This is an optimization exercise on Yosys and OpenROAD, whose aim is small area, a short achievable clock period and few clock cycles, not a production implementation. Where RTL was checked, it was by simulation tests only, not by an equivalence proof against the original. For runs 1, 4 and 5, only the layout was checked, not whether the RTL still works. No activity file was given, so power comes from the tool's default toggle rates.

==> flow/design.v <==
module huffman(clk, reset, gray_valid, gray_data, CNT_valid, CNT1, CNT2, CNT3, CNT4, CNT5, CNT6,
    code_valid, HC1, HC2, HC3, HC4, HC5, HC6, M1, M2, M3, M4, M5, M6);
input clk;
input reset;
input gray_valid;
input [7:0] gray_data;
output CNT_valid;
output [7:0] CNT1, CNT2, CNT3, CNT4, CNT5, CNT6;
output code_valid;
output [7:0] HC1, HC2, HC3, HC4, HC5, HC6;
output [7:0] M1, M2, M3, M4, M5, M6;
function lt7(input [6:0] a, input [6:0] b, input le);
  reg [6:0] l, e;
  reg l10, e10, l32, e32, l54, e54, l30, e30, l60, e60;
  begin
    l = ~a & b;
    e = ~(a ^ b);
    l10 = l[1] | (e[1] & l[0]);   e10 = e[1] & e[0];
    l32 = l[3] | (e[3] & l[2]);   e32 = e[3] & e[2];
    l54 = l[5] | (e[5] & l[4]);   e54 = e[5] & e[4];
    l30 = l32 | (e32 & l10);      e30 = e32 & e10;
    l60 = l[6] | (e[6] & l54);    e60 = e[6] & e54;
    lt7 = l60 | (e60 & (l30 | (e30 & le)));
  end
endfunction
function [6:0] add7(input [6:0] a, input [6:0] b);
  reg [6:0] g, p, c;
  reg [6:0] g1, p1, g2, p2;
  integer j;
  begin
    g = a & b;
    p = a ^ b;
    g1 = g; p1 = p;
    for (j = 1; j < 7; j = j + 1) begin g1[j] = g[j] | (p[j] & g[j-1]); p1[j] = p[j] & p[j-1]; end
    g2 = g1; p2 = p1;
    for (j = 2; j < 7; j = j + 1) begin g2[j] = g1[j] | (p1[j] & g1[j-2]); p2[j] = p1[j] & p1[j-2]; end
    c = g2;
    for (j = 4; j < 7; j = j + 1) c[j] = g2[j] | (p2[j] & g2[j-4]);
    add7 = p ^ {c[5:0], 1'b0};
  end
endfunction
reg [3:0] t;     
reg pv;          
reg [6:0] S;     
wire t0 = (t == 4'd0);
wire t1 = (t == 4'd1);
wire t2 = (t == 4'd2);
wire t3 = (t == 4'd3);
wire t4 = (t == 4'd4);
wire rnk = t0 | t1 | t2 | t3 | t4;
wire start = t0 & pv & ~gray_valid;
wire comb = (t == 4'd5) | (t == 4'd6) | (t == 4'd7) | (t == 4'd8) | (t == 4'd9);
wire [5:0] self = {1'b0, t4, t3, t2, t1, t0};
wire [5:0] le = {rnk, rnk, t0 | t1 | t2 | t3, t0 | t1 | t2, t0 | t1, t0};
reg [6:0] w [0:5];
reg [2:0] d [0:5];
reg [4:0] r [0:5];    
wire [5:0] lt;
wire [5:0] kp, kq;
wire [6:0] X = S;
reg [6:0] w0n;    
genvar gi;
generate for (gi = 0; gi < 6; gi = gi + 1) begin : sym
  assign lt[gi] = lt7(w[gi], X, le[gi]);
  assign kp[gi] = (gi >= 1 && gi <= 4) ? (rnk ? self[gi - 1] : (d[gi] == 3'd2)) : (d[gi] == 3'd2) & ~rnk;
  assign kq[gi] = (d[gi] == 3'd3);
end endgenerate
reg [6:0] P, Q;
reg [5:2] h;     
integer i;
always @* begin
  P = 7'd0;
  Q = 7'd0;
  h = 4'd0;
  for (i = 0; i < 6; i = i + 1) begin
    P = P | (w[i] & {7{kp[i]}});
    Q = Q | (w[i] & {7{kq[i]}});
    if (d[i] == 3'd2 && lt[i]) h[2] = 1'b1;
    if (d[i] == 3'd3 && lt[i]) h[3] = 1'b1;
    if (d[i] == 3'd4 && lt[i]) h[4] = 1'b1;
    if (d[i] == 3'd5 && lt[i]) h[5] = 1'b1;
  end
end
wire [2:0] m = {h[5], h[3] & ~h[5], (h[2] & ~h[3]) | (h[4] & ~h[5])};
wire [6:0] PQ = add7(P, Q);
wire [6:0] PS = add7(P, S);
always @(posedge clk) begin
  if (t0 & ~start)
    S <= w0n;
  else if (rnk)
    S <= t4 ? 7'h7f : P;
  else
    S <= (PQ & {7{h[3]}}) | (PS & {7{~h[3]}});
  if (reset) begin
    t <= 4'd0;
    pv <= 1'b0;
  end else begin
    pv <= gray_valid;
    if (t0)
      t <= {3'b000, start};
    else if (t != 4'd11)
      t <= t + 4'd1;
  end
end
always @* begin
  w0n = w[0];
  if (gray_valid && gray_data == 8'd1)
    w0n = w[0] + 7'd1;
end
generate for (gi = 0; gi < 6; gi = gi + 1) begin : upd
  wire member = (d[gi][2:1] == 2'b00);
  wire inc = (gi < 5 && self[gi]) ? lt[5] : ~lt[gi];
  wire [5:0] above = {1'b0, r[gi][4], |r[gi][4:3], |r[gi][4:2], |r[gi][4:1], |r[gi][4:0]};
  wire [4:0] rn = (r[gi] & (above[5:1] | {5{~d[gi][0]}})) | ({r[gi][3:0], 1'b0} & ~above[4:0]);
  always @(posedge clk) begin
    if (reset) begin
      w[gi] <= 7'd0;
      r[gi] <= 5'd1;
    end else begin
      if (t0 && gray_valid && gray_data == gi + 1)
        w[gi] <= w[gi] + 7'd1;
      if (comb && member) begin
        w[gi] <= S;
        r[gi] <= rn;
      end
    end
    if (rnk)
      d[gi] <= (t0 ? 3'd2 : d[gi]) + {2'b00, inc};
    else
      d[gi] <= member ? m : d[gi] + {2'b11, ~lt[gi]};
  end
end endgenerate
wire [7:0] hc [0:5];
wire [7:0] mo [0:5];
generate for (gi = 0; gi < 6; gi = gi + 1) begin : outs
  wire [5:0] above = {1'b0, r[gi][4], |r[gi][4:3], |r[gi][4:2], |r[gi][4:1], |r[gi][4:0]};
  assign mo[gi] = {3'b000, above[4:0]};
  assign hc[gi] = {3'b000, r[gi] & (above[5:1] | {5{d[gi] == 3'd0}})};
end endgenerate
assign CNT_valid = t1;
assign code_valid = (t == 4'd10);
assign CNT1 = {1'b0, w[0]};
assign CNT2 = {1'b0, w[1]};
assign CNT3 = {1'b0, w[2]};
assign CNT4 = {1'b0, w[3]};
assign CNT5 = {1'b0, w[4]};
assign CNT6 = {1'b0, w[5]};
assign HC1 = hc[0];
assign HC2 = hc[1];
assign HC3 = hc[2];
assign HC4 = hc[3];
assign HC5 = hc[4];
assign HC6 = hc[5];
assign M1 = mo[0];
assign M2 = mo[1];
assign M3 = mo[2];
assign M4 = mo[3];
assign M5 = mo[4];
assign M6 = mo[5];
endmodule
==> flow/flow/run.sh <==
#!/bin/bash
# The standard layout, except that synthesis leaves adders and comparators
# to abc instead of extracting them into full/half-adder cells: an empty
# ADDER_MAP_FILE skips ORFS's extract_fa step. Registers are mapped as in the
# standard synthesis.
export ADDER_MAP_FILE=
bash standard.sh > standard.log 2>&1
==> flow/standard.sh <==
#!/bin/bash
# synth_recipe.tcl (not shown) runs the flow's synth.tcl, then flattens the netlist and writes it again
# the make line also repeats each setting of config.mk as NAME=value (left out here)
make -C /OpenROAD-flow-scripts/flow DESIGN_CONFIG=/design/flow/config.mk WORK_HOME=/design/flow/orfs CLKGATE_MAP_FILE= SYNTH_SCRIPT=/design/flow/synth_recipe.tcl "${@:-finish}"
==> flow/config.mk <==
export PLATFORM = sky130hd
export DESIGN_NAME = huffman
export DESIGN_NICKNAME = huffman
export VERILOG_FILES = /design/flow/design.v
export SDC_FILE = /design/flow/constraint.sdc
export NUM_CORES = 4
export LEC_CHECK = 0
export ABC_AREA = 1
export CAP_MARGIN = 20
export CORE_MARGIN = 2
export CORE_UTILIZATION = 60
export PLACE_DENSITY = 0.75
export SETUP_SLACK_MARGIN = 3.0
export SLEW_MARGIN = 20
==> flow/constraint.sdc <==
create_clock -name core_clock -period 6.2 [get_ports {clk}]
set_input_delay 1.2400 -clock core_clock [delete_from_list [all_inputs] [get_ports {clk}]]
set_output_delay 1.2400 -clock core_clock [all_outputs]
set_load 0.01 [all_outputs]
==> results.json, run 1 <==
{
  "outcome": "timing/DRC/antenna clean",
  "layout_commonest_cell": "nand2_1",
  "drtIter0Drc": 1417,
  "ys_seq_elements": 102,
  "antenna_left": 0,
  "vias_per_cell": 5.971,
  "ir_drop_v": 0.0001911,
  "track_usage": 0.3920,
  "critPathArrivalTime_ps": 3470,
  "dp_hpwl_mm": 23.63,
  "antenna_found_initial": 0,
  "relSlewSlack": 0.3757,
  "period_needed_ps": 3224,
  "synth.avg_cell_area_um2": 5.894,
  "start_kind": "register",
  "dieArea_um2": 15530,
  "gp_congestion": 1.065,
  "synth-simple-area-share": 0.3764,
  "synth_xor_area_frac": 0.04515,
  "required_ps": 6450,
  "finClkSkew_ps": 11.75,
  "cts_max_level": 3,
  "grt_start_max_net_pins": 42,
  "grt_pass1_wl_mm": 49.00,
  "ios": 157,
  "synth_cell_types": 47,
  "synth_area_leaders": "dfxtp_1, nand2_1, inv_1, nand3_1, nor2_1",
  "cts_root_buf": "clkbuf_16",
  "reg2regPathDepth": 15,
  "stdcell_count": 1770,
  "synth_fa_ha_area_frac": 0.001147,
  "synth_top_family_by_area": "simple AND/OR/NAND/NOR gates",
  "setup_tns_ps": 0,
  "overflow": 0,
  "grt_pass1_vias": 9479,
  "drtPass1Iterations": 8,
  "ys.flop_type": "dfxtp_1",
  "yosysWarnings": 4,
  "initial_core_util": 0.6075,
  "fmax_mhz": 310.1,
  "chipWidth_um": 124.6,
  "layout_common_cells": "nand2_1, inv_1, nor2_1",
  "finalHoldWorstSlack_ps": 478.3,
  "finalCoreUtilization": 0.7220,
  "port_buffers": 114,
  "post_drt_wl_per_cell_um": 18.01,
  "crit_top_cell": "nand2_1",
  "clock_path_buffers": 2,
  "worst-setup-path-type": "register to register",
  "worstSetupEndpointType": "register",
  "setup_viol": 0,
  "critical_path.cell_chain": "clkinvlp_4 -> nor2_1 -> nor3_1 -> nand2_1 -> nand2_1 -> nand2_1 -> nand2_1 -> inv_2 -> nand4_2 -> nand3_1 -> nand2_1 -> nand2_1 -> nand2_1 -> nand2_1 -> nand2_1",
  "rows": 44,
  "clock_latency_ps": 360,
  "r2r_slack_ps": 2980,
  "cts_sinks": 102,
  "finalHoldViolCount": 0,
  "drv_slew": 0,
  "nNetsFinal": 1592,
  "synth_mux_area_frac": 0,
  "r2r_end": "S[6]",
  "via_count": 10570,
  "hold_start": "r[2][0]",
  "hold_class": "register to register",
  "antenna_cells": 0,
  "clk_pin_slew_ps": 70,
  "power.density_nw_per_um2": 176.8,
  "synth-edff-count": 0,
  "crit_path_start": "S[6]",
  "wl_mm": 31.87,
  "syn_inst": 1481,
  "synth_area_um2": 8728,
  "synth_top_area_cell": "dfxtp_1",
  "worstMarginPinSlew_ps": 935.1,
  "die_h_um": 124.6,
  "whs_path_depth": 2,
  "cts_buffers": 9,
  "maxCapViolCount": 0,
  "final.period_utilization": 0.5201,
  "yosysSeqAreaShare": 0.2339,
  "drive_gt1_frac": 0.08638,
  "drc_errors": 0,
  "synth_top_cell_area_share": 0.2339,
  "min_to": "r[2][0]",
  "async_flop_share": 0,
  "post-place-cells": 1741,
  "cts_tree": "done",
  "areaGrowthSynthToFinish_pct": 18.85,
  "rsz0062_at_grt": "yes",
  "slowest_stage": "dfxtp_1",
  "r2r-start": "S[6]",
  "crit_fanout": 13,
  "synth_compound_area_frac": 0.1815,
  "slowest_delay_ps": 690,
  "core_um2": 14370,
  "p_leak_nw": 4.775
}
## how the worst max path moves through the flow
stage | endpoint | depth (start not counted)
floorplan | w[4][6] | 8
global placement | w[4][6] | 9
detailed placement | w[4][6] | 9
CTS | HC2[1] | 4
global route | HC5[1] | 4
finish | S[6] | 15
## worst max-delay path, delay by kind of cell (launching register included)
family | cells | cell delay [ps]
simple gates | 13 | 1900
flops | 1 | 690
buf+inv | 2 | 520
## per-stage QoR
| stage | power, W | instance area, um^2 | worst slack [ps] |
|---|---|---|---|
| floorplan | 0.001071 | 8882 | 3205 |
| global placement | 0.001185 | 9763 | 2458 |
| detailed placement | 0.001189 | 9763 | 2351 |
| CTS | 0.001789 | 10140 | 2950 |
| global route | 0.001904 | 10370 | 2958 |
| finish | 0.001835 | 10370 | 2976 |
## layer usage
layer / part of all wire / GRT usage / up-vias
met2: 0.43 / 0.5853 / 711
li1: - / - / 4935
met4: 0.051 / 0.2009 / 0
met5: 0 / 0 / -
met1: 0.39 / 0.5040 / 4806
met3: 0.13 / 0.1297 / 117
## synthesized netlist by cell type (12+ instances only)
| cell type | number |
|---|---|
| nor2_2 | 12 |
| nor3_1 | 26 |
| buf_2 | 14 |
| nand3_1 | 144 |
| o22ai_1 | 17 |
| nor2_1 | 178 |
| nand2_2 | 13 |
| a21boi_0 | 18 |
| o21ai_0 | 73 |
| buf_4 | 49 |
| a31oi_1 | 20 |
| a21oi_1 | 72 |
| clkbuf_1 | 18 |
| dfxtp_1 | 102 |
| inv_1 | 224 |
| o221ai_1 | 16 |
| nand2_1 | 329 |
| xnor2_1 | 22 |
| xor2_1 | 23 |
| nand4_1 | 26 |
## kinds of logic (layout without fill, tap and decap cells)
kind of cell	Yosys count	in the layout
AND/OR/NAND/NOR	750	750
buffers and inverters	319	383
AO/OA/AOI/OAI	263	263
flip-flops	102	102
XOR/XNOR	45	45
adder cells (fa/ha/maj)	1	1
other	1	42
## power by group
part           internal (W)  switching (W)
sequential         0.000675      0.0000369
clock              0.000319       0.000283
combinational      0.000134       0.000386
total               0.00113       0.000705
## registers in the layout, summed over array words and instances, names as in the netlist
name	count
S	7
d	18
pv	1
r	30
t	4
w	42
## layout make-up
cell class                 instances  area [um^2]
timing repair buffer             131         1284
fill                            1311         3995
inverter                         236        902.1
clock buffer                      11        232.7
sequential                       102         2054
tap                              184        230.2
multi-input combinational       1101         5604
clock inverter                     5        66.31
## timing repair
item | CTS | global route
setup buffers | 1 | 12
gates resized for setup | 23 | 58
pin swaps | 1 | 7
setup endpoints to repair | 79 | 69
hold buffers | 0 | 0
==> run 2: changes to the inputs <==
--- a/flow/design.v
+++ b/flow/design.v
@@ -58,11 +58,19 @@
 wire [5:0] lt;
 wire [5:0] kp, kq;
 wire [6:0] X = S;
+reg [6:0] bc;
+always @*
+  case (t[1:0])
+    2'd0: bc = w[1];
+    2'd1: bc = w[2];
+    2'd2: bc = w[3];
+    default: bc = w[4];
+  endcase
 reg [6:0] w0n;    
 genvar gi;
 generate for (gi = 0; gi < 6; gi = gi + 1) begin : sym
   assign lt[gi] = lt7(w[gi], X, le[gi]);
-  assign kp[gi] = (gi >= 1 && gi <= 4) ? (rnk ? self[gi - 1] : (d[gi] == 3'd2)) : (d[gi] == 3'd2) & ~rnk;
+  assign kp[gi] = (d[gi] == 3'd2);
   assign kq[gi] = (d[gi] == 3'd3);
 end endgenerate
 reg [6:0] P, Q;
@@ -85,10 +93,8 @@
 wire [6:0] PQ = add7(P, Q);
 wire [6:0] PS = add7(P, S);
 always @(posedge clk) begin
-  if (t0 & ~start)
-    S <= w0n;
-  else if (rnk)
-    S <= t4 ? 7'h7f : P;
+  if (rnk)
+    S <= (t0 & gray_valid) ? w0n : t4 ? 7'h7f : bc;
   else
     S <= (PQ & {7{h[3]}}) | (PS & {7{~h[3]}});
   if (reset) begin
@@ -104,7 +110,7 @@
 end
 always @* begin
   w0n = w[0];
-  if (gray_valid && gray_data == 8'd1)
+  if (gray_data == 8'd1)
     w0n = w[0] + 7'd1;
 end
 generate for (gi = 0; gi < 6; gi = gi + 1) begin : upd
@@ -135,7 +141,7 @@
 generate for (gi = 0; gi < 6; gi = gi + 1) begin : outs
   wire [5:0] above = {1'b0, r[gi][4], |r[gi][4:3], |r[gi][4:2], |r[gi][4:1], |r[gi][4:0]};
   assign mo[gi] = {3'b000, above[4:0]};
-  assign hc[gi] = {3'b000, r[gi] & (above[5:1] | {5{d[gi] == 3'd0}})};
+  assign hc[gi] = {3'b000, r[gi] & (above[5:1] | {5{~d[gi][0]}})};
 end endgenerate
 assign CNT_valid = t1;
 assign code_valid = (t == 4'd10);
--- a/flow/config.mk
+++ b/flow/config.mk
@@ -10,5 +10,5 @@
 export CORE_MARGIN = 2
 export CORE_UTILIZATION = 60
 export PLACE_DENSITY = 0.75
-export SETUP_SLACK_MARGIN = 3.0
+export SETUP_SLACK_MARGIN = 3.4
 export SLEW_MARGIN = 20
==> results.json, run 2 <==
{
  "outcome": "timing/DRC/antenna clean",
  "drtPass1Iterations": 9,
  "clock_latency_ps": 380,
  "setup_viol": 0,
  "period_needed_ps": 2876,
  "grt_use_met2": 0.6559,
  "vias_per_cell": 6.082,
  "whs_path_depth": 2,
  "async_flop_share": 0,
  "ios": 157,
  "cts_tree": "done",
  "use_met1": 0.5173,
  "setup_tns_ps": 0,
  "synth_cell_types": 49,
  "min_to": "t[0]",
  "p_comb_frac": 0.175,
  "post_drt_wl_per_cell_um": 18.49,
  "met3_usage": 0.1055,
  "ir_drop_v": 0.0001283,
  "synth_area_um2": 9151,
  "design_area_um2": 10900,
  "port_buffers": 114,
  "synth_top_area_cell": "dfxtp_1",
  "worstMarginPinSlew_ps": 852.3,
  "totalPowerFinal_w": 0.001529,
  "r2r-start": "S[4]",
  "rsz0062_at_grt": "yes",
  "fmax_mhz": 347.8,
  "chipWidth_um": 127.5,
  "antenna_left": 0,
  "track_usage": 0.4168,
  "p_leak_nw": 5.706,
  "slowest_stage": "dfxtp_4",
  "ys.flop_type": "dfxtp_1",
  "finalCoreUtilization": 0.7248,
  "p_sw_w": 0.0005122,
  "drv_slew": 0,
  "gp_congestion": 1.080,
  "reg2regPathDepth": 15,
  "worstSetupEndpointType": "primary output",
  "fillers": 1358,
  "finalHoldViolCount": 0,
  "sw_frac_of_total": 0.3350,
  "core_um2": 15030,
  "cts_max_level": 3,
  "wl_mm": 35.22,
  "yosysSeqAreaShare": 0.2231,
  "top_regs": "w (42), r (30), d (18)",
  "largest_reg_flops": 42,
  "hold_class": "register to register",
  "slowest_delay_ps": 370,
  "drive_gt1_frac": 0.1340,
  "grt_start_max_net_pins": 44,
  "layout_common_cells": "nand2_1, inv_1, nor2_1",
  "dieArea_um2": 16260,
  "synth_top_cell_area_share": 0.2231,
  "multiInputGateArea_um2": 5764,
  "grt_pass1_vias": 10170,
  "overflow": 0,
  "start_kind": "register",
  "regArea_um2": 2097,
  "synth-edff-count": 0,
  "dp_hpwl_mm": 24.53,
  "die_h_um": 127.5,
  "p_clk_frac": 0.377,
  "rows": 45,
  "clk_pin_slew_ps": 80,
  "top_usage_layer": "met2",
  "pwr-share-seq": 0.448,
  "cts_sinks": 102,
  "hold_start": "pv",
  "r2r_end": "d[3][1]",
  "yosysMostFrequentCell": "nand2_1",
  "cts_root_buf": "clkbuf_16",
  "synth.avg_cell_area_um2": 5.734,
  "registers.top_by_ff_count": "w",
  "relSlewSlack": 0.4297,
  "initial_core_util": 0.6087,
  "drtIter0Drc": 1730,
  "required_ps": 4960,
  "nNetsFinal": 1723,
  "yosysWarnings": 4,
  "critPathArrivalTime_ps": 1640,
  "syn_inst": 1596,
  "antenna_found_initial": 0,
  "power.internal_w": 0.001017,
  "finClkSkew_ps": 16.11,
  "ys_seq_elements": 102,
  "antenna_cells": 0,
  "grt_pass1_wl_mm": 53.26,
  "cts_buffers": 9,
  "postPlaceCellArea_um2": 10010,
  "power.density_nw_per_um2": 140.3,
  "via_count": 11590,
  "layout_commonest_cell": "nand2_1",
  "maxCapViolCount": 0,
  "crit_fanout": 3,
  "final.period_utilization": 0.4638,
  "critical_path.cell_chain": "clkinvlp_4 -> buf_4 -> buf_4 -> nor2_1 -> nor2_1 -> dlygate4sd2_1",
  "r2r_slack_ps": 3460,
  "clock_path_buffers": 2,
  "yosys-top-cells-count": "nand2_1, inv_1, nor2_1",
  "drc_errors": 0,
  "worst-setup-path-type": "register to primary output",
  "synth_area_leaders": "dfxtp_1, nand2_1, inv_1, nor2_1, buf_4",
  "areaGrowthSynthToFinish_pct": 19.06,
  "hold_buffers": 0
}
## run 2: changes by cell type after synthesis, sizes merged, moves of 17 or more
cell,change
nand2,+99
a21boi,-17
inv,+24
nand4,+32
xnor2,-19
o21ai,+31
buf,+28
nand3,-39
a21oi,-32
## run 2: timing repair
item,CTS,global route
setup buffers,38,13
setup endpoints to repair,75,84
resized for setup,129,78
pin swaps,19,20
## run 2: cell type report
type,instances,area share
clock buffer,10,0.02102
clock inverter,6,0.004708
inverter,259,0.09244
multi-input combinational,1171,0.5291
sequential,102,0.1925
tap,188,0.02159
timing repair buffer,169,0.1387
## run 2: per-stage QoR
step | hold WS [ps] | cells | worst slack, ps
6_report | 507.2 | 1905 | 3325
5_1_grt | 534.6 | 1905 | 3327
4_1_cts | 494.7 | 1892 | 3325
3_5_place_dp | 484.8 | 1838 | 2810
3_3_place_gp | 480.8 | 1838 | 2861
2_1_floorplan | 459.4 | 1637 | 3584
## run 2: worst max path at each step
stage	start	to	slack [ps]	cells after the start
after CTS	d[1][0]	HC2[1]	3330	7
after floorplan	gray_data[5]	w[0][2]	3580	12
after global routing	d[3][0]	HC4[3]	3330	6
final	d[2][0]	HC3[3]	3320	6
after detailed placement	gray_data[0]	w[0][2]	2810	12
after global placement	gray_data[0]	w[0][2]	2860	12
## run 2: cells by family (layout without fill, tap and decap cells)
group | count (synthesis) | count (layout) | synth area share
compound gates | 262 | 262 | 0.1772
xor+xnor | 19 | 19 | 0.01818
flops | 102 | 102 | 0.2231
other cells | 1 | 42 | 0.0004098
simple gates | 848 | 848 | 0.3981
buf+inv | 364 | 444 | 0.1829
## run 2: worst max-delay path: cells and delay by family (launching register included)
family / cells / cell delay (ps)
and+or+nand+nor: 2 / 140
buffers and inverters: 4 / 750
DFF: 1 / 370
## run 2: power groups by stage
stage          clock network (W)  logic [W]  registers [W]
2_1_floorplan                  0   0.000200       0.000686
3_3_place_gp                   0   0.000233       0.000698
3_5_place_dp                   0   0.000236       0.000698
4_1_cts                 0.000570   0.000250       0.000683
5_1_grt                 0.000590   0.000288       0.000685
6_report                0.000577   0.000268       0.000684
## run 2: metal layers
metal / wire (um) / part of all wire
met5: 0 / 0
met2: 15360 / 0.44
met4: 2306 / 0.065
met1: 12810 / 0.36
met3: 4750 / 0.13
Testbench counts of run 2, summed over its fixed seeds: cycles 7,104.
==> run 3: changes to the inputs <==
--- a/flow/config.mk
+++ b/flow/config.mk
@@ -10,5 +10,5 @@
 export CORE_MARGIN = 2
 export CORE_UTILIZATION = 60
 export PLACE_DENSITY = 0.75
-export SETUP_SLACK_MARGIN = 3.4
+export SETUP_SLACK_MARGIN = 3.0
 export SLEW_MARGIN = 20
==> results.json, run 3 <==
{
  "track_usage": 0.4045,
  "core_um2": 15030,
  "synth_cell_types": 49,
  "antenna_found_initial": 0,
  "regArea_um2": 2063,
  "grt_start_max_net_pins": 44,
  "final.period_utilization": 0.5115,
  "port_buffers": 114,
  "post-place-cells": 1838,
  "areaGrowthSynthToFinish_pct": 14.38,
  "cts_max_level": 3,
  "required_ps": 4960,
  "dp_slack_ps": 2810,
  "maxCapViolCount": 0,
  "gp_congestion": 1.080,
  "rsz0062_at_grt": "yes",
  "fillers": 1434,
  "synth.avg_cell_area_um2": 5.734,
  "finalHoldViolCount": 0,
  "reg2regPathDepth": 15,
  "layout_commonest_cell": "nand2_1",
  "chipWidth_um": 127.5,
  "ios": 157,
  "finalWorstSetupSlack_ps": 3029,
  "layout_common_cells": "nand2_1, inv_1, nor2_1",
  "yosysMostFrequentCell": "nand2_1",
  "cts_buffers": 9,
  "worst-setup-path-type": "register to primary output",
  "registers.top_by_ff_count": "w",
  "r2r_end": "d[3][1]",
  "setup_tns_ps": 0,
  "critical_path.cell_chain": "nor2_4 -> inv_2 -> nor2_4 -> clkdlybuf4s50_1",
  "antenna_cells": 0,
  "fmax_mhz": 315.3,
  "top_regs": "w (42), r (30), d (18)",
  "r2r_slack_ps": 3120,
  "finClkSkew_ps": 13.59,
  "yosysSeqAreaShare": 0.2231,
  "hold_start": "r[2][0]",
  "async_flop_share": 0,
  "via_count": 11290,
  "grt_pass1_wl_mm": 51.58,
  "antenna_left": 0,
  "hold_class": "register to register",
  "period_needed_ps": 3171,
  "ys.flop_type": "dfxtp_1",
  "slowest_stage": "clkdlybuf4s50_1",
  "p_leak_nw": 5.251,
  "whs_path_depth": 2,
  "drv_slew": 0,
  "worstSetupEndpointType": "primary output",
  "clk_pin_slew_ps": 80,
  "rows": 45,
  "crit_fanout": 9,
  "cts_tree": "done",
  "synth_top_cell_area_share": 0.2231,
  "drive_gt1_frac": 0.07412,
  "clock_latency_ps": 370,
  "hold_buffers": 0,
  "ir_drop_v": 0.0001271,
  "slowest_delay_ps": 560,
  "drc_errors": 0,
  "ys_seq_elements": 102,
  "power.density_nw_per_um2": 144.3,
  "die_h_um": 127.5,
  "synth-edff-count": 0,
  "syn_inst": 1596,
  "crit_top_cell": "nor2_4",
  "post_drt_wl_per_cell_um": 18.11,
  "cts_sinks": 102,
  "worstMarginPinSlew_ps": 856.7,
  "relSlewSlack": 0.4267,
  "drtIter0Drc": 1598,
  "r2r-start": "S[4]",
  "drtPass1Iterations": 9,
  "synth_area_leaders": "dfxtp_1, nand2_1, inv_1, nor2_1, buf_4",
  "clock_path_buffers": 2,
  "grt_pass1_vias": 9866,
  "dp_hpwl_mm": 24.53,
  "yosys-top-cells-count": "nand2_1, inv_1, nor2_1",
  "nNetsFinal": 1679,
  "totalPowerFinal_w": 0.001510,
  "stdcell_count": 1861,
  "wl_mm": 33.71,
  "synth_top_area_cell": "dfxtp_1",
  "start_kind": "register",
  "yosysWarnings": 4,
  "initial_core_util": 0.6087,
  "outcome": "timing/DRC/antenna clean",
  "cts_root_buf": "clkbuf_16",
  "largest_reg_flops": 42,
  "multiInputGateArea_um2": 5673,
  "vias_per_cell": 6.065,
  "min_to": "r[2][1]",
  "setup_viol": 0,
  "critPathArrivalTime_ps": 1930,
  "dieArea_um2": 16260,
  "synth_area_um2": 9151,
  "overflow": 0
}
run 3: cell counts after synthesis:
Identical to the previous run, type by type.
run 3: critical path, delay by kind of cell, from the launching register on:
family / cells / cell delay (ps)
buf+inv: 2 / 680
flops: 1 / 360
simple gates: 2 / 520
run 3: through the flow:
step                hold slack (ps)    util  area [um^2]
floorplan                     459.4       -         9305
global route                  534.5  0.6963        10470
finish                        496.3  0.6963        10470
CTS                           498.3  0.6901        10380
global placement              480.8  0.6660        10010
detailed placement            484.8  0.6660        10010
run 3: final cells by class:
| class | count | area share |
|---|---|---|
| tap | 188 | 0.02247 |
| inverter | 259 | 0.09455 |
| timing repair buffer | 125 | 0.1171 |
| clock inverter | 6 | 0.004901 |
| sequential | 102 | 0.1971 |
| multi-input combinational | 1171 | 0.5420 |
| clock buffer | 10 | 0.02187 |
run 3: power breakdown:
part,internal [W],switching [W]
sequential,0.000662,0.0000225
combinational,0.0000682,0.000185
clock,0.000281,0.000292
run 3: kinds of logic after synthesis:
family,after synthesis,synth area share
XOR/XNOR,19,0.01818
AO/OA/AOI/OAI,262,0.1772
buffers and inverters,364,0.1829
AND/OR/NAND/NOR,848,0.3981
other,1,0.0004098
flip-flops,102,0.2231
run 3: worst max path at each step:
| stage | from | to | slack (ps) | cells past startpoint |
|---|---|---|---|---|
| 2_1_floorplan | gray_data[5] | w[0][2] | 3580 | 12 |
| 3_3_place_gp | gray_data[0] | w[0][2] | 2860 | 12 |
| 3_5_place_dp | gray_data[0] | w[0][2] | 2810 | 12 |
| 4_1_cts | d[3][0] | HC4[0] | 2930 | 6 |
| 5_1_grt | r[3][4] | HC4[0] | 2970 | 7 |
| 6_report | t[3] | CNT_valid | 3030 | 4 |
run 3: metal layers:
| layer | vias up | global-route usage | part of all wire |
|---|---|---|---|
| met1 | 5038 | 0.5082 | 0.37 |
| met2 | 832 | 0.6279 | 0.43 |
| li1 | 5248 | - | - |
| met3 | 169 | 0.1051 | 0.14 |
| met5 | - | 0 | 0 |
| met4 | 0 | 0.2340 | 0.067 |
run 3: repair_timing:
| action | 4_1_cts | 5_1_grt |
|---|---|---|
| gates resized for setup | 21 | 30 |
| pin swaps | 0 | 1 |
| setup endpoints to repair | 19 | 27 |
| setup buffers | 5 | 2 |
| endpoints found under the hold margin | 0 | 0 |
==> run 4: changes to the inputs <==
--- a/flow/design.v
+++ b/flow/design.v
@@ -41,6 +41,7 @@
 endfunction
 reg [3:0] t;     
 reg pv;          
+reg cv, hv;      
 reg [6:0] S;     
 wire t0 = (t == 4'd0);
 wire t1 = (t == 4'd1);
@@ -100,8 +101,12 @@
   if (reset) begin
     t <= 4'd0;
     pv <= 1'b0;
+    cv <= 1'b0;
+    hv <= 1'b0;
   end else begin
     pv <= gray_valid;
+    cv <= start;
+    hv <= (t == 4'd9);
     if (t0)
       t <= {3'b000, start};
     else if (t != 4'd11)
@@ -143,8 +148,8 @@
   assign mo[gi] = {3'b000, above[4:0]};
   assign hc[gi] = {3'b000, r[gi] & (above[5:1] | {5{~d[gi][0]}})};
 end endgenerate
-assign CNT_valid = t1;
-assign code_valid = (t == 4'd10);
+assign CNT_valid = cv;
+assign code_valid = hv;
 assign CNT1 = {1'b0, w[0]};
 assign CNT2 = {1'b0, w[1]};
 assign CNT3 = {1'b0, w[2]};
==> flow/flow/run.sh (replaced) <==
#!/bin/bash
# The standard layout (standard.sh) with these changes:
#  - synthesis: ADDER_MAP_FILE is empty, so ORFS does not extract full/half
#    adder cells and abc maps the arithmetic like the rest of the logic; abc
#    runs flow/abc.script (area-oriented mapping; the layout's repair steps
#    size the gates) instead of ORFS's script. Registers are mapped by the
#    same dfflibmap step as in the standard synthesis.
#  - every port still gets a buffer, but a buf_4 instead of the delay cell
#    buffer_ports picks by default, and repair may resize cells across
#    footprints (MATCH_CELL_FOOTPRINT=0).
set -euo pipefail
here=$(pwd)
export ADDER_MAP_FILE=
export MY_ABC_SCRIPT=$here/flow/abc.script
sed -e "s#SYNTH_SCRIPT=[^ ]*#SYNTH_SCRIPT=$here/flow/synth.tcl#" \
    -e 's#"${@:-finish}"#MATCH_CELL_FOOTPRINT=0 "BUFFER_PORTS_ARGS=-buffer_cell sky130_fd_sc_hd__buf_4" "${@:-finish}"#' \
    standard.sh > my_standard.sh
bash my_standard.sh > standard.log 2>&1
==> flow/flow/abc.script (new file) <==
strash
&get -n
&fraig -x
&put
scorr
dc2
dretime
strash
&get -n
&dch -f
&nf -R 1000
&put
==> flow/flow/synth.tcl (new file) <==
# The standard flow's synthesis script (synth_recipe.tcl), with abc given our own script
# (abc.script beside this file) in place of ORFS's abc_speed/abc_area script.
proc synth {args} { yosys synth -nofsm -noshare {*}$args }
proc abc {args} {
  set i [lsearch -exact $args -script]
  if { $i >= 0 } { lset args [expr {$i + 1}] $::env(MY_ABC_SCRIPT) }
  yosys abc {*}$args
}
source $::env(SCRIPTS_DIR)/synth.tcl
# left out here: clear keep_hierarchy, flatten, clean up, hide names made inside functions, write 1_2_yosys.v
==> flow/config.mk (replaced) <==
export PLATFORM = sky130hd
export DESIGN_NAME = huffman
export DESIGN_NICKNAME = huffman
export VERILOG_FILES = /design/flow/design.v
export SDC_FILE = /design/flow/constraint.sdc
export NUM_CORES = 4
export LEC_CHECK = 0
export CAP_MARGIN = 20
export CORE_MARGIN = 2
export CORE_UTILIZATION = 45
export SETUP_SLACK_MARGIN = 3.4
export SLEW_MARGIN = 20
==> results.json, run 4 <==
{
  "synth_compound_area_frac": 0.3430,
  "start_kind": "register",
  "required_ps": 6460,
  "via_count": 8681,
  "rows": 46,
  "track_usage": 0.3046,
  "grt_pass1_vias": 7897,
  "grt_pass1_wl_mm": 42.66,
  "largest_reg_flops": 42,
  "grt_start_max_net_pins": 62,
  "ios": 157,
  "critPathArrivalTime_ps": 3540,
  "finalHoldWorstSlack_ps": 486.5,
  "regArea_um2": 2167,
  "fillers": 1528,
  "hold_buffers": 0,
  "dieArea_um2": 17280,
  "dp_hpwl_mm": 18.83,
  "cts_max_level": 3,
  "worstMarginPinSlew_ps": 951.9,
  "cts_buffers": 9,
  "ys.flop_type": "dfxtp_1",
  "port_buffers": 114,
  "yosysSeqAreaShare": 0.2848,
  "setup_tns_ps": 0,
  "synth-simple-area-share": 0.2273,
  "synth-edff-count": 0,
  "synth_area_um2": 7310,
  "hold_class": "register to register",
  "initial_core_util": 0.4601,
  "relSlewSlack": 0.3605,
  "synth_top_family_by_area": "compound AO/OA/AOI/OAI gates",
  "finClkSkew_ps": 10.47,
  "layout_commonest_cell": "buf_4",
  "registers.top_by_ff_count": "w",
  "multiInputGateArea_um2": 5459,
  "clock_path_buffers": 2,
  "stdcell_count": 1413,
  "syn_inst": 1005,
  "cts_root_buf": "clkbuf_16",
  "finalHoldViolCount": 0,
  "yosysWarnings": 4,
  "ys_seq_elements": 104,
  "p_leak_nw": 3.862,
  "top_regs": "w (42), r (30), d (18)",
  "post_drt_wl_per_cell_um": 19.41,
  "drtIter0Drc": 1245,
  "areaGrowthSynthToFinish_pct": 35.04,
  "core_um2": 15890,
  "wl_mm": 27.42,
  "outcome": "timing/DRC/antenna clean",
  "gp_congestion": 0.9472,
  "overflow": 0,
  "layout_common_cells": "buf_4, a21oi_1, nor2_1",
  "chipWidth_um": 131.5,
  "vias_per_cell": 6.144,
  "cts_sinks": 104,
  "drc_errors": 0,
  "power.density_nw_per_um2": 214.3,
  "clock_latency_ps": 360,
  "drv_slew": 0,
  "final.period_utilization": 0.5295,
  "post-place-cells": 1330,
  "synth_area_leaders": "dfxtp_1, a21oi_1, nor2_1, buf_4, a222oi_1",
  "synth_cell_types": 54,
  "antenna_left": 0,
  "ir_drop_v": 0.0001575,
  "synth_mux_area_frac": 0.005820,
  "antenna_found_initial": 0,
  "synth_top_cell_area_share": 0.2848,
  "cts_tree": "done",
  "clk_pin_slew_ps": 80,
  "maxCapViolCount": 0,
  "yosysMostFrequentCell": "a21oi_1",
  "worstSetupEndpointType": "register",
  "drtPass1Iterations": 12,
  "crit_fanout": 13,
  "nNetsFinal": 1203,
  "rsz0062_at_grt": "yes",
  "yosys-top-cells-count": "a21oi_1, nor2_1, dfxtp_1",
  "drive_gt1_frac": 0.3008,
  "worst-setup-path-type": "register to register",
  "period_needed_ps": 3283,
  "async_flop_share": 0,
  "synth_fa_ha_area_frac": 0.008216,
  "synth.avg_cell_area_um2": 7.273,
  "antenna_cells": 0,
  "fmax_mhz": 304.6,
  "setup_viol": 0,
  "synth_top_area_cell": "dfxtp_1",
  "synth_xor_area_frac": 0.04553,
  "die_h_um": 131.5
}
[run 4: cell types whose count changed in the layout (fill, tap and decap cells not counted), sizes merged, moves of 85 or more]
| cell | before | now |
|---|---|---|
| nand2 | 448 | 92 |
| inv | 256 | 14 |
| buf | 11 | 188 |
| clkdlybuf4s50 | 113 | 0 |
| nor2 | 211 | 121 |
| a21oi | 40 | 129 |
| nand3 | 105 | 20 |
[run 4: report_power, final]
part           total [W]  internal [W]  switching (W)  leakage, nW
Sequential      0.000788      0.000702      0.0000857        0.856
Combinational   0.000732      0.000281       0.000451         2.86
Clock           0.000595      0.000326       0.000270        0.145
Total            0.00212       0.00131       0.000806         3.86
[run 4: kinds of logic after synthesis]
| kind of cell | after synthesis |
|---|---|
| AO/OA/AOI/OAI | 381 |
| XOR/XNOR | 38 |
| adder cells (fa/ha/maj) | 6 |
| buffers and inverters | 111 |
| flip-flops | 104 |
| multiplexers | 4 |
| other | 1 |
| AND/OR/NAND/NOR | 360 |
[run 4: worst paths after layout]
check | from | to | slack (ps) | cells past startpoint
min | pv | cv | 490 | 1
min reg2reg | pv | cv | 490 | 1
max | d[1][0] | S[6] | 2920 | 14
max reg2reg | d[1][0] | S[6] | 2920 | 14
[run 4: metrics by stage]
| step | util | instance area (um^2) | power (W) | setup WS (ps) |
|---|---|---|---|---|
| 2_1_floorplan | - | 7722 | 0.001176 | 3175 |
| 3_3_place_gp | 0.5362 | 8518 | 0.001336 | 2253 |
| 3_5_place_dp | 0.5362 | 8518 | 0.001333 | 2322 |
| 4_1_cts | 0.6013 | 9552 | 0.002073 | 2995 |
| 5_1_grt | 0.6214 | 9871 | 0.002212 | 2747 |
| 6_report | 0.6214 | 9871 | 0.002115 | 2917 |
[run 4: area by class of cell]
| type | count | area share |
|---|---|---|
| sequential | 104 | 0.2195 |
| inverter | 57 | 0.02320 |
| multi-input combinational | 832 | 0.5530 |
| tap | 216 | 0.02738 |
| clock inverter | 6 | 0.006845 |
| clock buffer | 10 | 0.02421 |
| timing repair buffer | 188 | 0.1458 |
[run 4: per-layer routing]
metal	share of wire	wire length, um	GRT usage	vias to the layer above
met3	0.083	2273	0.05903	88
met5	0	0	0	-
met2	0.47	12950	0.4991	438
li1	-	-	-	4084
met1	0.41	11280	0.3915	4071
met4	0.034	920	0.1274	0
[run 4: repair_timing]
action | CTS | global route
cloned | 1 | 0
hold endpoints to repair | 0 | 0
setup buffers | 49 | 17
resized for setup | 118 | 60
pin swaps | 46 | 35
setup endpoints to repair | 67 | 68
[run 4: critical path, cell delays in order, from the launching register on]
cell and delay [ps]:
dfxtp_4 460, clkinv_1 170, nor2_2 330, a222oi_1 120
and2_0 230, xnor2_2 210, nand3_1 200, a21oi_2 260
o21a_1 180, o21a_1 130, o21ba_1 170, maj3_1 360
xnor2_1 130, a21oi_1 160, nor2_1 70
==> run 5: changes to the inputs <==
==> flow/flow/abc.script (replaced) <==
strash
dch
map -a
topo
stime -c
buffer -c
upsize -c
dnsize -c
==> results.json, run 5 <==
{
  "crit_fanout": 7,
  "maxCapViolCount": 0,
  "cts_root_buf": "clkbuf_16",
  "totalPowerFinal_w": 0.002737,
  "cts_tree": "done",
  "finalWorstSetupSlack_ps": 3326,
  "synth.avg_cell_area_um2": 6.341,
  "largest_reg_flops": 42,
  "grt_pass1_vias": 8455,
  "gp_congestion": 1.086,
  "synth_top_cell_area_share": 0.2589,
  "dieArea_um2": 18950,
  "crit_top_cell": "nor2_1",
  "final.period_utilization": 0.4635,
  "hold_start": "r[3][0]",
  "synth_cell_types": 57,
  "antenna_found_initial": 0,
  "clock_path_buffers": 2,
  "cts_buffers": 9,
  "rows": 48,
  "period_needed_ps": 2874,
  "reg2regPathDepth": 13,
  "yosys-top-cells-count": "nor2_1, inv_1, a21oi_1",
  "critical_path.cell_chain": "inv_1 -> o21ai_1 -> o221ai_2 -> a41oi_1 -> nor2_1 -> nor2_4 -> nor2_1 -> a32oi_1 -> o311ai_2 -> nor3_2 -> o22ai_4 -> a211oi_1 -> a21oi_1",
  "clk_pin_slew_ps": 80,
  "synth_top_area_cell": "dfxtp_1",
  "yosysMostFrequentCell": "nor2_1",
  "synth_area_um2": 8040,
  "overflow": 0,
  "post_drt_wl_per_cell_um": 19.55,
  "synth-edff-count": 0,
  "fmax_mhz": 348.0,
  "start_kind": "register",
  "r2r_end": "d[3][0]",
  "hold_buffers": 0,
  "antenna_left": 0,
  "relSlewSlack": 0.5310,
  "wl_mm": 32.23,
  "layout_common_cells": "nor2_1, buf_4, a21oi_1",
  "ys_seq_elements": 104,
  "drc_errors": 0,
  "track_usage": 0.3311,
  "cts_sinks": 104,
  "port_buffers": 114,
  "synth_area_leaders": "dfxtp_1, nor2_1, a21oi_1, inv_1, nand2_1",
  "via_count": 9690,
  "drv_slew": 0,
  "grt_pass1_wl_mm": 47.83,
  "syn_inst": 1268,
  "drtPass1Iterations": 6,
  "drive_gt1_frac": 0.2612,
  "power.density_nw_per_um2": 265.5,
  "dp_slack_ps": 2372,
  "hold_class": "register to register",
  "finalHoldWorstSlack_ps": 467.5,
  "required_ps": 6450,
  "async_flop_share": 0,
  "whs_path_depth": 2,
  "clock_latency_ps": 370,
  "fillers": 1733,
  "rsz0062_at_grt": "yes",
  "finalHoldViolCount": 0,
  "cts_max_level": 3,
  "initial_core_util": 0.4632,
  "top_regs": "w (42), r (30), d (18)",
  "ys.flop_type": "dfxtp_1",
  "r2r_slack_ps": 3330,
  "finClkSkew_ps": 13.65,
  "worst-setup-path-type": "register to register",
  "drtIter0Drc": 1142,
  "crit_buf_inv": 1,
  "setup_tns_ps": 0,
  "dp_hpwl_mm": 23.27,
  "worstSetupEndpointType": "register",
  "setup_viol": 0,
  "r2r-start": "w[3][0]",
  "slowest_delay_ps": 430,
  "ir_drop_v": 0.0001880,
  "slowest_stage": "dfxtp_4",
  "registers.top_by_ff_count": "w",
  "core_um2": 17360,
  "chipWidth_um": 137.7,
  "worstMarginPinSlew_ps": 703.5,
  "vias_per_cell": 5.876,
  "ios": 157,
  "grt_start_max_net_pins": 55,
  "layout_commonest_cell": "nor2_1",
  "finalCoreUtilization": 0.5938,
  "p_leak_nw": 4.190,
  "die_h_um": 137.7,
  "outcome": "timing/DRC/antenna clean",
  "nNetsFinal": 1430,
  "crit_family": "compound AO/OA/AOI/OAI gates",
  "min_to": "r[3][0]",
  "yosysWarnings": 4,
  "antenna_cells": 0,
  "areaGrowthSynthToFinish_pct": 28.18,
  "critPathArrivalTime_ps": 3130,
  "yosysSeqAreaShare": 0.2589
}
## run 5: changes by cell type after synthesis, sizes merged, moves of 20 or more
| cell | before | now |
|---|---|---|
| nor2 | 121 | 225 |
| clkbuf | 0 | 33 |
| a22oi | 30 | 53 |
| a21oi | 129 | 155 |
| nand2 | 91 | 140 |
| o22ai | 14 | 37 |
| a21boi | 22 | 0 |
| o21ai | 62 | 94 |
| clkinv | 57 | 5 |
| a222oi | 36 | 0 |
| inv | 0 | 178 |
| xnor2 | 28 | 8 |
## run 5: logic make-up (layout without fill, tap and decap cells)
family / count (synthesis) / after routing / synth area share
compound gates: 414 / 414 / 0.3164
fa+ha+maj: 1 / 1 / 0.001400
flops: 104 / 104 / 0.2589
other cells: 1 / 42 / 0.0004664
buf+inv: 277 / 392 / 0.1567
xor+xnor: 24 / 24 / 0.02614
simple gates: 447 / 447 / 0.2400
## run 5: area by class of cell
type                    count  area, um^2  area share
multi-input cells         928        5278      0.5121
inverters                 183       748.2     0.07260
well taps                 225       281.5     0.02732
repair buffers            193        1510      0.1465
clock buffers               9       225.2     0.02185
clock inverters             7       92.59    0.008984
flip-flops and latches    104        2171      0.2106
## run 5: layer usage
metal  track usage  vias to the layer above  part of all wire
li1              -                     4559                 -
met2        0.4807                      600              0.42
met1        0.4728                     4422              0.43
met5             0                        -                 0
met3       0.06107                      109              0.11
met4        0.1478                        0             0.044
## run 5: worst max path at each step
stage	startpoint	to	slack [ps]	cells past startpoint
floorplan	gray_data[4]	w[0][6]	3420	10
global placement	t[1]	d[2][0]	2520	15
detailed placement	t[1]	d[4][1]	2370	15
CTS	t[0]	d[5][0]	3380	16
global route	w[0][1]	d[2][0]	3260	13
finish	w[3][0]	d[3][0]	3330	13
## run 5: repair_timing
action	in CTS	in global routing
buffers inserted	23	51
gates resized for setup	77	99
pin swaps	16	39
endpoints found under the setup margin	73	72
## run 5: worst reg2reg max path, cell delays in order, from the launching register on
cell and delay [ps]:
dfxtp_4 430, inv_1 150, o21ai_1 190, o221ai_2 160, a41oi_1 200, nor2_1 90
nor2_4 200, nor2_1 100, a32oi_1 300, o311ai_2 220, nor3_2 260, o22ai_4 160
a211oi_1 240, a21oi_1 60
## run 5: stage by stage
stage / cells / instance area [um^2]
CTS: 1598 / 9569
finish: 1649 / 10310
global placement: 1559 / 8808
detailed placement: 1559 / 8808
floorplan: 1309 / 8197
global route: 1649 / 10310
## run 5: power by group
group	internal (W)	total, W	switching [W]
clock network	0.000326	0.000633	0.000307
registers	0.000722	0.000818	0.0000964
logic	0.000489	0.00129	0.000796
total	0.00154	0.00274	0.00120
==> run 6: changes to the inputs <==
--- a/flow/design.v
+++ b/flow/design.v
@@ -145,7 +145,7 @@
 wire [7:0] mo [0:5];
 generate for (gi = 0; gi < 6; gi = gi + 1) begin : outs
   wire [5:0] above = {1'b0, r[gi][4], |r[gi][4:3], |r[gi][4:2], |r[gi][4:1], |r[gi][4:0]};
-  assign mo[gi] = {3'b000, above[4:0]};
+  assign mo[gi] = {3'b000, above[4:1], 1'b1};
   assign hc[gi] = {3'b000, r[gi] & (above[5:1] | {5{~d[gi][0]}})};
 end endgenerate
 assign CNT_valid = cv;
==> flow/flow/abc.script (replaced) <==
strash
&get -n
&st
&dch
&nf -a
&put
topo
stime -c
buffer -c
upsize -c
dnsize -c
==> results.json, run 6 <==
{
  "syn_inst": 1196,
  "yosysSeqAreaShare": 0.2486,
  "track_usage": 0.2789,
  "maxCapViolCount": 0,
  "registers.top_by_ff_count": "w",
  "slowest_stage": "nor3_1",
  "drtIter0Drc": 1003,
  "cts_buffers": 9,
  "nNetsFinal": 1276,
  "via_count": 8944,
  "cts_root_buf": "clkbuf_16",
  "setup_tns_ps": 0,
  "core_um2": 18090,
  "overflow": 0,
  "synth_xor_area_frac": 0.07634,
  "yosys-top-cells-count": "a21oi_1, nor2_1, nand2_1",
  "finalCoreUtilization": 0.5633,
  "drive_gt1_frac": 0.2591,
  "synth_area_um2": 8376,
  "port_buffers": 108,
  "grt_start_max_net_pins": 79,
  "critPathArrivalTime_ps": 3210,
  "die_h_um": 140.4,
  "dp_hpwl_mm": 20.08,
  "required_ps": 6490,
  "antenna_left": 0,
  "ir_drop_v": 0.0001704,
  "drv_slew": 0,
  "rsz0062_at_grt": "yes",
  "vias_per_cell": 5.967,
  "clock_latency_ps": 370,
  "worstSetupEndpointType": "register",
  "synth_top_family_by_area": "compound AO/OA/AOI/OAI gates",
  "layout_commonest_cell": "buf_4",
  "grt_pass1_vias": 7913,
  "ios": 157,
  "relSlewSlack": 0.4207,
  "areaGrowthSynthToFinish_pct": 21.65,
  "reg2regPathDepth": 12,
  "synth_fa_ha_area_frac": 0.005976,
  "rows": 49,
  "design_area_um2": 10190,
  "p_leak_nw": 3.969,
  "wl_mm": 28.96,
  "synth.avg_cell_area_um2": 7.003,
  "clk_pin_slew_ps": 80,
  "synth_cell_types": 69,
  "synth_top_area_cell": "dfxtp_1",
  "finalHoldViolCount": 0,
  "hold_buffers": 0,
  "slowest_delay_ps": 410,
  "antenna_cells": 0,
  "r2r-start": "t[3]",
  "synth_compound_area_frac": 0.3018,
  "async_flop_share": 0,
  "crit_path_start": "t[3]",
  "chipWidth_um": 140.4,
  "cts_tree": "done",
  "largest_reg_flops": 42,
  "drtPass1Iterations": 9,
  "crit_fanout": 7,
  "setup_viol": 0,
  "layout_common_cells": "buf_4, a21oi_1, nand2_1",
  "synth_area_leaders": "dfxtp_1, a21oi_1, buf_4, nor2_1, nand2_1",
  "start_kind": "register",
  "grt_pass1_wl_mm": 43.64,
  "cts_sinks": 104,
  "route.met3.wl_mm": 2.525,
  "power.density_nw_per_um2": 217.5,
  "clock_path_buffers": 2,
  "synth-simple-area-share": 0.2286,
  "outcome": "timing/DRC/antenna clean",
  "gp_congestion": 0.9858,
  "fillers": 1791,
  "synth_mux_area_frac": 0.005976,
  "top_regs": "w (42), r (30), d (18)",
  "finClkSkew_ps": 10.43,
  "dieArea_um2": 19720,
  "critical_path.cell_chain": "buf_4 -> nor3_1 -> a221oi_1 -> o221ai_1 -> a21oi_4 -> buf_4 -> nor4b_1 -> a311oi_1 -> and3_4 -> o2bb2ai_4 -> nor3_2 -> o22ai_1",
  "yosysWarnings": 4,
  "crit_top_cell": "buf_4",
  "fmax_mhz": 342.4,
  "period_needed_ps": 2920,
  "worst-setup-path-type": "register to register",
  "final.period_utilization": 0.4710,
  "whs_path_depth": 2,
  "wl_met2_mm": 12.93,
  "initial_core_util": 0.4631,
  "antenna_found_initial": 0,
  "wl_met1_mm": 12.69,
  "yosysMostFrequentCell": "a21oi_1",
  "worstMarginPinSlew_ps": 869.0,
  "postPlaceCellArea_um2": 8951,
  "drc_errors": 0,
  "synth_top_cell_area_share": 0.2486,
  "hold_class": "register to register",
  "ys.flop_type": "dfxtp_1",
  "synth-edff-count": 0,
  "maxUsedRoutingLayer": "met4",
  "hold_start": "r[0][0]",
  "cts_max_level": 3,
  "post_drt_wl_per_cell_um": 19.32,
  "ys_seq_elements": 104
}
[run 6: cell type report]
class	instances	area [um^2]	share of cell area
Clock buffer	9	225.2	0.02210
Clock inverter	7	88.84	0.008719
Inverter	66	259.0	0.02542
Multi-Input combinational cell	908	5824	0.5717
Sequential cell	104	2158	0.2118
Tap cell	229	286.5	0.02812
Timing Repair Buffer	175	1341	0.1316
Timing Repair inverter	1	5.005	0.0004912
[run 6: layer usage]
layer	vias up	GRT usage
li1	4267	-
met1	4148	0.3788
met2	476	0.4443
met3	53	0.04444
met4	0	0.1090
met5	-	0
[run 6: metrics by stage]
stage / hold WS, ps / std cells / total power, W / worst slack (ps)
global route: 525.9 / 1499 / 0.002314 / 3173
global placement: 480.8 / 1431 / 0.001427 / 2848
finish: 497.0 / 1499 / 0.002216 / 3280
floorplan: 443.9 / 1242 / 0.001275 / 3430
CTS: 500.7 / 1480 / 0.002125 / 3324
detailed placement: 484.5 / 1431 / 0.001425 / 2767
[run 6: final timing paths]
check | end | slack [ps]
setup / recovery | d[1][0] | 3280
setup reg to reg | d[1][0] | 3280
hold reg to reg | r[0][0] | 500
hold / removal | r[0][0] | 500
[run 6: where the power goes]
group          internal (W)  switching, W  total [W]
Sequential         0.000702      0.000112   0.000814
Combinational      0.000329      0.000463   0.000792
Clock              0.000321      0.000289   0.000611
[run 6: timing repair]
action                                 4_1_cts  5_1_grt
gates cloned                                 1        0
buffers inserted                            32       19
pin swaps                                   11       23
setup endpoints to repair                   43       49
endpoints found under the hold margin        0        0
gates resized for setup                     77       82
[run 6: kinds of logic after synthesis]
logic type,count (synthesis)
flops,104
compound gates,383
buf+inv,230
mux,5
simple gates,394
xor+xnor,73
fa+ha+maj,5
other cells,2
[run 6: critical path: cells and delay by family, from the launching register on]
family	cells	cell delay, ps
AOI/OAI and AO/OA	6	1120
buffers and inverters	2	310
DFF	1	370
and+or+nand+nor	4	1020
Testbench counts of run 6, summed over its fixed seeds: cycles 7,104.
==> run 7: changes to the inputs <==
==> flow/flow/abc.script (replaced) <==
strash
dch
map -a
topo
stime -c
buffer -c
upsize -c
dnsize -c
--- a/flow/config.mk
+++ b/flow/config.mk
@@ -8,5 +8,5 @@
 export CAP_MARGIN = 20
 export CORE_MARGIN = 2
 export CORE_UTILIZATION = 45
-export SETUP_SLACK_MARGIN = 3.4
+export SETUP_SLACK_MARGIN = 3.9
 export SLEW_MARGIN = 20
==> results.json, run 7 <==
{
  "outcome": "timing/DRC/antenna clean",
  "areaGrowthSynthToFinish_pct": 54.90,
  "cts_sinks": 104,
  "synth_top_cell_area_share": 0.2537,
  "grt_pass1_vias": 9376,
  "fmax_mhz": 363.6,
  "dieArea_um2": 19330,
  "period_needed_ps": 2750,
  "nNetsFinal": 1573,
  "layout_commonest_cell": "buf_4",
  "worst-setup-path-type": "register to primary output",
  "drive_gt1_frac": 0.4525,
  "layout_common_cells": "buf_4, nor2_1, nand2_1",
  "synth.avg_cell_area_um2": 6.426,
  "yosysMostFrequentCell": "nor2_1",
  "setup_tns_ps": 0,
  "clk_pin_slew_ps": 80,
  "cts_max_level": 3,
  "antenna_found_initial": 1,
  "finalCoreUtilization": 0.7101,
  "port_buffers": 108,
  "grt_pass1_wl_mm": 51.25,
  "rows": 49,
  "async_flop_share": 0,
  "worstSetupEndpointType": "primary output",
  "worstMarginPinSlew_ps": 679.8,
  "registers.top_by_ff_count": "w",
  "gp_congestion": 0.9830,
  "hold_buffers": 0,
  "dp_hpwl_mm": 22.36,
  "cts_root_buf": "clkbuf_16",
  "final.period_utilization": 0.4436,
  "cts_tree": "done",
  "hold_start": "r[0][1]",
  "ios": 157,
  "wl_mm": 35.86,
  "synth-edff-count": 0,
  "ir_drop_v": 0.0001861,
  "core_um2": 17900,
  "largest_reg_flops": 42,
  "yosysSeqAreaShare": 0.2537,
  "r2r_slack_ps": 3640,
  "r2r-start": "d[1][1]",
  "die_h_um": 139.0,
  "relSlewSlack": 0.5463,
  "overflow": 0,
  "p_leak_nw": 5.129,
  "hold_class": "register to register",
  "clock_latency_ps": 370,
  "power.density_nw_per_um2": 212.7,
  "maxCapViolCount": 0,
  "via_count": 10600,
  "drtIter0Drc": 1158,
  "synth_cell_types": 66,
  "setup_viol": 0,
  "drtPass1Iterations": 7,
  "yosys-top-cells-count": "nor2_1, inv_1, nand2_1",
  "crit_fanout": 2,
  "synth_top_area_cell": "dfxtp_1",
  "chipWidth_um": 139.0,
  "ys.flop_type": "dfxtp_1",
  "drc_errors": 0,
  "required_ps": 4960,
  "initial_core_util": 0.4584,
  "rsz0062_at_grt": "yes",
  "post_drt_wl_per_cell_um": 19.97,
  "finalHoldWorstSlack_ps": 509.9,
  "ys_seq_elements": 104,
  "postPlaceCellArea_um2": 9139,
  "synth_area_um2": 8207,
  "cts_buffers": 9,
  "syn_inst": 1277,
  "antenna_cells": 0,
  "start_kind": "register",
  "crit_path_start": "r[2][4]",
  "critPathArrivalTime_ps": 1510,
  "finClkSkew_ps": 12.59,
  "design_area_um2": 12710,
  "yosysWarnings": 4,
  "fillers": 1441,
  "finalHoldViolCount": 0,
  "clock_path_buffers": 2,
  "grt_start_max_net_pins": 48,
  "top_regs": "w (42), r (30), d (18)",
  "drv_slew": 0,
  "antenna_left": 0,
  "vias_per_cell": 5.901,
  "track_usage": 0.3304,
  "synth_area_leaders": "dfxtp_1, a21oi_1, nor2_1, inv_1, nand2_1"
}
## run 7: logic make-up after synthesis
kind of cell           after synthesis  share of synthesized area
AND/OR/NAND/NOR                    444                     0.2478
other                                2                  0.0009151
AO/OA/AOI/OAI                      420                     0.3164
buffers and inverters              291                     0.1642
flip-flops                         104                     0.2537
XOR/XNOR                            16                    0.01708
## run 7: worst paths after layout
| kind | end | cells past startpoint |
|---|---|---|
| setup reg to reg | S[6] | 15 |
| hold / removal | r[0][1] | 2 |
| setup / recovery | HC3[0] | 7 |
| hold reg to reg | r[0][1] | 2 |
## run 7: metal layers
| layer | vias up | wire [um] | GRT usage |
|---|---|---|---|
| met2 | 696 | 16110 | 0.5115 |
| li1 | 4846 | - | - |
| met3 | 149 | 3891 | 0.05905 |
| met1 | 4908 | 14000 | 0.4501 |
| met5 | - | 0 | 0 |
| met4 | 0 | 1859 | 0.1478 |
## run 7: power by group
part / internal (W) / switching (W)
clock: 0.000364 / 0.000303
combinational: 0.000517 / 0.000742
sequential: 0.000703 / 0.0000740
## run 7: through the flow
step                      std cells  setup slack, ps  power (W)
after detailed placement       1572             2887   0.001506
after CTS                      1727             3588   0.002441
final                          1796             3450   0.002703
after global routing           1796             3426   0.002794
after floorplan                1323             3631   0.001346
after global placement         1572             2863   0.001508
## run 7: worst max-delay path, stage by stage (launching register included)
cell and delay [ps]:
dfxtp_4 360, nor2_4 110, inv_2 70, nor2_4 120, nand2_2 100, o21ai_2 180, inv_1 80, buf_6 120
## run 7: what timing repair did
item,in CTS,in global routing
buffers inserted,135,68
setup endpoints to repair,142,127
cloned,4,1
gates resized for setup,222,238
pin swaps,65,78
## run 7: cell type report
type	count	area [um^2]	area share
Timing Repair Buffer	320	2955	0.2325
Sequential cell	104	2233	0.1757
Timing Repair inverter	2	13.76	0.001083
Clock inverter	7	108.9	0.008563
Inverter	195	837.1	0.06585
Tap cell	229	286.5	0.02254
Multi-Input combinational cell	930	6052	0.4761
Clock buffer	9	225.2	0.01772
==> run 8: changes to the inputs <==
--- a/flow/config.mk
+++ b/flow/config.mk
@@ -8,5 +8,5 @@
 export CAP_MARGIN = 20
 export CORE_MARGIN = 2
 export CORE_UTILIZATION = 45
-export SETUP_SLACK_MARGIN = 3.9
+export SETUP_SLACK_MARGIN = 3.6
 export SLEW_MARGIN = 20
==> results.json, run 8 <==
{
  "outcome": "timing/DRC/antenna clean",
  "post_drt_wl_per_cell_um": 19.15,
  "antenna_found_initial": 0,
  "grt_pass1_wl_mm": 48.29,
  "synth_area_um2": 8207,
  "layout_commonest_cell": "buf_4",
  "cts_buffers": 9,
  "finClkSkew_ps": 9.237,
  "yosys-top-cells-count": "nor2_1, inv_1, nand2_1",
  "chipWidth_um": 139.0,
  "hold_buffers": 0,
  "setup_viol": 0,
  "cts_tree": "done",
  "initial_core_util": 0.4584,
  "via_count": 9842,
  "drc_errors": 0,
  "vias_per_cell": 5.810,
  "slowest_delay_ps": 530,
  "synth.avg_cell_area_um2": 6.426,
  "drtPass1Iterations": 6,
  "overflow": 0,
  "power.density_nw_per_um2": 218.8,
  "antenna_cells": 0,
  "relSlewSlack": 0.5678,
  "clk_pin_slew_ps": 70,
  "async_flop_share": 0,
  "drtIter0Drc": 1111,
  "rows": 49,
  "maxCapViolCount": 0,
  "synth_cell_types": 66,
  "rsz0062_at_grt": "yes",
  "ios": 157,
  "clock_path_buffers": 2,
  "dp_slack_ps": 2820,
  "synth_top_cell_area_share": 0.2537,
  "p_leak_nw": 4.399,
  "gp_congestion": 0.9685,
  "worst-setup-path-type": "register to primary output",
  "port_buffers": 108,
  "drive_gt1_frac": 0.3263,
  "drv_slew": 0,
  "worstMarginPinSlew_ps": 647.7,
  "synth-edff-count": 0,
  "finalWorstSetupSlack_ps": 3514,
  "ys.flop_type": "dfxtp_1",
  "nNetsFinal": 1471,
  "final.period_utilization": 0.4332,
  "cts_max_level": 3,
  "yosysMostFrequentCell": "nor2_1",
  "required_ps": 4960,
  "start_kind": "register",
  "ir_drop_v": 0.0001788,
  "slowest_stage": "dfxtp_2",
  "worstSetupEndpointType": "primary output",
  "clock_latency_ps": 370,
  "layout_common_cells": "buf_4, nor2_1, inv_1",
  "wl_mm": 32.43,
  "crit_top_cell": "inv_2",
  "areaGrowthSynthToFinish_pct": 31.91,
  "synth_area_leaders": "dfxtp_1, a21oi_1, nor2_1, inv_1, nand2_1",
  "grt_start_max_net_pins": 48,
  "cts_root_buf": "clkbuf_16",
  "registers.top_by_ff_count": "w",
  "dp_hpwl_mm": 22.53,
  "cts_sinks": 104,
  "top_regs": "w (42), r (30), d (18)",
  "setup_tns_ps": 0,
  "largest_reg_flops": 42,
  "track_usage": 0.3151,
  "hold_class": "register to register",
  "yosysSeqAreaShare": 0.2537,
  "period_needed_ps": 2686,
  "core_um2": 17900,
  "dieArea_um2": 19330,
  "yosysWarnings": 4,
  "critical_path.cell_chain": "inv_2 -> o21ai_2 -> inv_2 -> buf_6",
  "fmax_mhz": 372.3,
  "synth_top_area_cell": "dfxtp_1",
  "antenna_left": 0,
  "die_h_um": 139.0,
  "crit_fanout": 8,
  "critPathArrivalTime_ps": 1450,
  "grt_pass1_vias": 8579,
  "finalHoldViolCount": 0,
  "ys_seq_elements": 104,
  "syn_inst": 1277
}
## run 8: cell counts after synthesis
No cell type changed its count.
## run 8: kinds of logic (layout without fill, tap and decap cells)
| group | count (synthesis) | after routing | synth area share |
|---|---|---|---|
| compound gates | 420 | 420 | 0.3164 |
| other cells | 2 | 48 | 0.0009151 |
| buf+inv | 291 | 432 | 0.1642 |
| simple gates | 444 | 445 | 0.2478 |
| flops | 104 | 104 | 0.2537 |
| xor+xnor | 16 | 16 | 0.01708 |
## run 8: area by class of cell
class | count | area, um^2
Clock buffer | 9 | 225.2
Clock inverter | 7 | 56.30
Fill cell | 1779 | 7077
Inverter | 195 | 784.5
Multi-Input combinational cell | 929 | 5463
Sequential cell | 104 | 2192
Tap cell | 229 | 286.5
Timing Repair Buffer | 219 | 1802
Timing Repair inverter | 2 | 16.27
## run 8: metal layers
layer / track usage / vias up / part of all wire
li1: - / 4654 / -
met1: 0.4399 / 4603 / 0.43
met2: 0.4854 / 524 / 0.45
met3: 0.07010 / 61 / 0.096
met4: 0.09888 / 0 / 0.021
met5: 0 / - / 0
## run 8: per-stage QoR
stage	utilization	hold slack (ps)	instance area (um^2)	power, W	instances
floorplan	-	443.5	8396	0.001324	1323
global placement	0.5001	470.2	8952	0.001510	1573
detailed placement	0.5001	479.1	8952	0.001509	1573
CTS	0.5523	508.8	9888	0.002169	1639
global route	0.6047	548.2	10830	0.002474	1694
finish	0.6047	507.0	10830	0.002369	1694
## run 8: power by group
group | leakage, nW | switching [W] | total, W | internal (W)
combinational | 3.39 | 0.000640 | 0.00102 | 0.000375
sequential | 0.865 | 0.0000767 | 0.000779 | 0.000702
clock | 0.142 | 0.000296 | 0.000575 | 0.000278
## run 8: path summary, 6_finish.rpt
path	from	endpoint	slack, ps	depth (start not counted)
setup / recovery	d[4][0]	HC5[0]	3510	4
hold reg to reg	r[0][1]	r[0][1]	510	2
hold / removal	r[0][1]	r[0][1]	510	2
setup reg to reg	w[3][1]	d[5][0]	3520	11
## run 8: critical path: cells and delay by family (launching register included)
| family | cells | cell delay (ps) |
|---|---|---|
| flip-flops | 1 | 530 |
| AO/OA/AOI/OAI | 1 | 200 |
| buffers and inverters | 3 | 350 |
## run 8: repair_timing
action | 4_1_cts | 5_1_grt
gates cloned | 2 | 1
setup buffers | 48 | 54
endpoints found under the setup margin | 85 | 97
pin swaps | 28 | 51
resized for setup | 104 | 152

port drivers added, routing unchanged:
Ports are ideal in the flow. The routed layouts listed here were re-timed in OpenROAD. Step 1 sets driving cells, clkbuf_16 on the clock port and buf_2 on the other inputs (assumed; they add their load-dependent delay and slew). Step 2, shift: input delay + t, output delay - t, t = (earliest + latest rising clock arrival at the registers) / 2. This alone moves slack from input paths to output paths. Slacks: ideal ports / drivers / drivers and shift; pairs: ideal ports / drivers.
| run | t, ns | setup WS [ns] | hold WS [ns] | worst setup path after step 2 | slew at the worst register clock pin (ns) |
|---|---|---|---|---|---|
| run 1 | 0.401 | 2.976 / 2.976 / 2.739 | 0.478 / 0.478 / 0.478 | input to register | 0.08 / 0.08 |
| run 2 | 0.415 | 3.325 / 3.279 / 3.066 | 0.507 / 0.507 / 0.507 | input to register | 0.08 / 0.08 |
| run 3 | 0.409 | 3.029 / 2.984 / 2.803 | 0.496 / 0.496 / 0.496 | input to register | 0.08 / 0.08 |
| run 4 | 0.403 | 2.917 / 2.917 / 2.917 | 0.486 / 0.486 / 0.486 | register to register | 0.08 / 0.08 |
| run 5 | 0.411 | 3.326 / 3.326 / 3.115 | 0.467 / 0.467 / 0.467 | input to register | 0.09 / 0.09 |
| run 6 | 0.404 | 3.280 / 3.280 / 3.171 | 0.497 / 0.497 / 0.497 | input to register | 0.08 / 0.08 |
| run 7 | 0.408 | 3.450 / 3.405 / 3.130 | 0.510 / 0.510 / 0.510 | input to register | 0.08 / 0.08 |
| run 8 | 0.411 | 3.514 / 3.468 / 3.188 | 0.507 / 0.507 / 0.507 | input to register | 0.08 / 0.08 |
After both steps setup and hold are still met in every run listed. The setup slack of run 8, which loses most, moves by -0.046 ns with the drivers and by -0.326 ns with both steps.
